This is an optimization exercise on Yosys and OpenROAD, whose aim is small area and a short achievable clock period, not a production implementation. Only simulation tests tie the RTL to the original design; equivalence was not proved. No activity file was given, so power comes from the tool's default toggle rates.

==> flow/design.v (excerpt) <==
module cpu(
    input wire clk,
    input wire reset,
    output wire [31:0] mem_addr,
    output wire [31:0] mem_wdata,
    output wire mem_we,
    input wire [31:0] mem_rdata
);
Size: about 1,300 flip-flops, roughly 99 I/O pins, ~57,000 um2 of cells after synthesis.
make LEC_CHECK=0 CAP_MARGIN=20 CORE_MARGIN=2 CORE_UTILIZATION=58 CTS_BUF_LIST=sky130_fd_sc_hd__clkbuf_8 CTS_CLUSTER_DIAMETER=50 CTS_CLUSTER_SIZE=16 SETUP_SLACK_MARGIN=4.2 SLEW_MARGIN=20 finish   # period 8.0 ns
run.sh (not shown) runs the stock make flow with config.mk's settings and CLKGATE_MAP_FILE= SYNTH_SCRIPT=/design/flow/synth_recipe.tcl, a recipe that flattens the netlist after the stock synthesis.
The first run produced a clean layout.
Change:
--- a/flow/design.v
+++ b/flow/design.v
@@ -80,16 +80,19 @@
                   (cn == 7'd69 & g_md & mdf);
     wire n_step = g_md & (cn >= 7'd6) & (cn <= 7'd37);    
     wire n_dl = i_div & (cn == 7'd37);                    
     wire n_dc = i_div & (cn == 7'd38);                    
     reg f_rrd, f_rsum, f_rand, f_rlt, f_rlui, f_rhi, f_rlo, f_rld;
     reg f_rrevB, f_rrevR, f_rbar;
+    reg f_brd, f_bsh, f_bsb;
     reg f_pcinc, f_pcbr, f_pcj, f_pcjr, f_pc0;
-    reg f_xpc, f_xr, f_sub, f_myb, f_msub;
+    reg f_ir, f_xpc, f_xr, f_sub, f_myb, f_msub;
     reg [31:0] Yr;    
-    reg f_mst, f_dst, f_mul, f_div, f_dl, f_dc;
+    reg f_mst, f_dst, f_mul, f_div, f_dl, f_dc, f_ltf;
+    reg f_shar, f_shv, f_lb, f_lh;
+    reg f_beq, f_bne, f_ble, f_bgt;
     reg rf_we;
     reg [4:0] wdst;
     wire mz_n = f_mst ? ~R[0] : (LO[1] ~^ LO[0]);
     wire ms_n = f_mst ? R[0] : (LO[1] & ~LO[0]);
     always @(posedge clk) begin
         if (reset) begin
@@ -146,12 +149,25 @@
             f_dl <= n_dl;
             f_dc <= n_dc;
             rf_we <= n_last & (wb_rd | wb_rt | i_jal);
         end
     end
     always @(posedge clk) begin
+        f_brd <= n4;
+        f_bsh <= n7 & i_sh;
+        f_bsb <= n7 & i_sb;
+        f_ir <= n2;
+        f_ltf <= n5;
+        f_shar <= i_sra | i_srav;
+        f_shv <= i_sllv | i_srav;
+        f_lb <= i_lb;
+        f_lh <= i_lh;
+        f_beq <= i_beq;
+        f_bne <= i_bne;
+        f_ble <= i_ble;
+        f_bgt <= i_bgt;
         wdst <= i_jal ? 5'd30 : (wb_rd ? IR[15:11] : IR[20:16]);
         if (c == 7'd2) raddr <= mem_rdata[25:21];
         else raddr <= IR[20:16];
     end
     assign rdata = rf[raddr];
     wire [31:0] rf_wd = reset ? 32'd0 : R;
@@ -161,25 +177,25 @@
             if (reset | (rf_we & (wdst == k))) rf[k] <= rf_wd;
     end
     wire [31:0] X = ({32{f_xpc}} & PC) | ({32{f_xr}} & R);
     wire [31:0] sum = X + Yr + {31'd0, f_sub};
     wire lt = (X[31] ^ Yr[31] ^ f_sub) ? X[31] : sum[31];
     assign msum = HI + ((B & {32{f_myb}}) ^ {32{f_msub}}) + {31'd0, f_msub};
-    wire [4:0] sh_amt = IR[2] ? B[4:0] : IR[10:6];    
-    wire [31:0] sh_res = $signed({IR[0] & R[31], R}) >>> sh_amt;   
+    wire [4:0] sh_amt = f_shv ? B[4:0] : IR[10:6];
+    wire [31:0] sh_res = $signed({f_shar & R[31], R}) >>> sh_amt;
     reg [31:0] revR, revB;
     integer j;
     always @(*)
         for (j = 0; j < 32; j = j + 1) begin
             revR[j] = R[31-j];
             revB[j] = B[31-j];
         end
     wire eq = (R == 32'd0);
-    wire take = IR[26] ^ (IR[27] ? (ltf | eq) : eq);
-    wire [31:0] ldata = {mem_rdata[31:16] & {16{IR[27]}}, mem_rdata[15:8] & {8{IR[26]}},
-                         mem_rdata[7:0]};
+    wire take = (f_beq & eq) | (f_bne & ~eq) | (f_ble & (ltf | eq)) | (f_bgt & ~(ltf | eq));
+    wire [31:0] ldata = f_lb ? {24'd0, mem_rdata[7:0]} :
+                        f_lh ? {16'd0, mem_rdata[15:0]} : mem_rdata;
     wire pc_sum = f_pcinc | (f_pcbr & take);
     wire pc_en = pc_sum | f_pcj | f_pcjr | f_pc0;
     wire [31:0] pc_nx = ({32{pc_sum}} & sum) |
                         ({32{f_pcj}} & {PC[31:28], IR[20:16], IR[25:21], IR[15:0], 2'b00}) |
                         ({32{f_pcjr}} & R);
     wire r_en = f_rrd | f_rsum | f_rand | f_rlt | f_rlui | f_rhi | f_rlo | f_rld |
@@ -218,13 +234,13 @@
             end else if (f_dc) begin
                 HI <= msum;
             end
         end
     end
     always @(posedge clk) begin
-        if (c == 7'd2) IR <= mem_rdata;
-        if (c == 7'd5) ltf <= lt;
-        if (c == 7'd4) B <= rdata;
-        else if (c == 7'd7 & i_sh) B <= {mem_rdata[31:16], B[15:0]};
-        else if (c == 7'd7 & i_sb) B <= {mem_rdata[31:8], B[7:0]};
+        if (f_ir) IR <= mem_rdata;
+        if (f_ltf) ltf <= lt;
+        if (f_brd) B <= rdata;
+        else if (f_bsh) B <= {mem_rdata[31:16], B[15:0]};
+        else if (f_bsb) B <= {mem_rdata[31:8], B[7:0]};
     end
 endmodule
Result:
- The changed run went through all stages and came out clean
- hold slack degrades by 0.016 ns
- final cell count drops by 4.6%
- utilization increases by 0.15 points
- area after synthesis came out lower by 1.1%
- sequential power rises by about 0.9%

==> re-timing with driven ports <==
How much do the figures lean on ideal ports? The routed layouts below were timed once more, with nothing changed but the port constraints.
Step 1: set_driving_cell puts a clkbuf_16 on clk and a buf_2 on each other input, an assumption about the parent block.
Step 2 moves the port delays by t, midway between the first and last clock arrival at a register: inputs arrive t later, outputs are due t later. That takes back most of the time a late clock gives input paths.
a / b / c = ideal ports / drivers / drivers and shift; a / b = the first two.
run	t, ns	slack for setup (ns)	worst setup path after step 2	slew at the worst register clock pin (ns)
the first run	0.940	4.183 / 4.109 / 3.780	input to register	0.11 / 0.11
the second run	0.942	4.219 / 4.150 / 3.697	input to register	0.10 / 0.10
After both steps setup and hold are still met in every run listed. The setup slack of the second run, which loses most, moves by -0.069 ns with the drivers and by -0.522 ns with both steps.
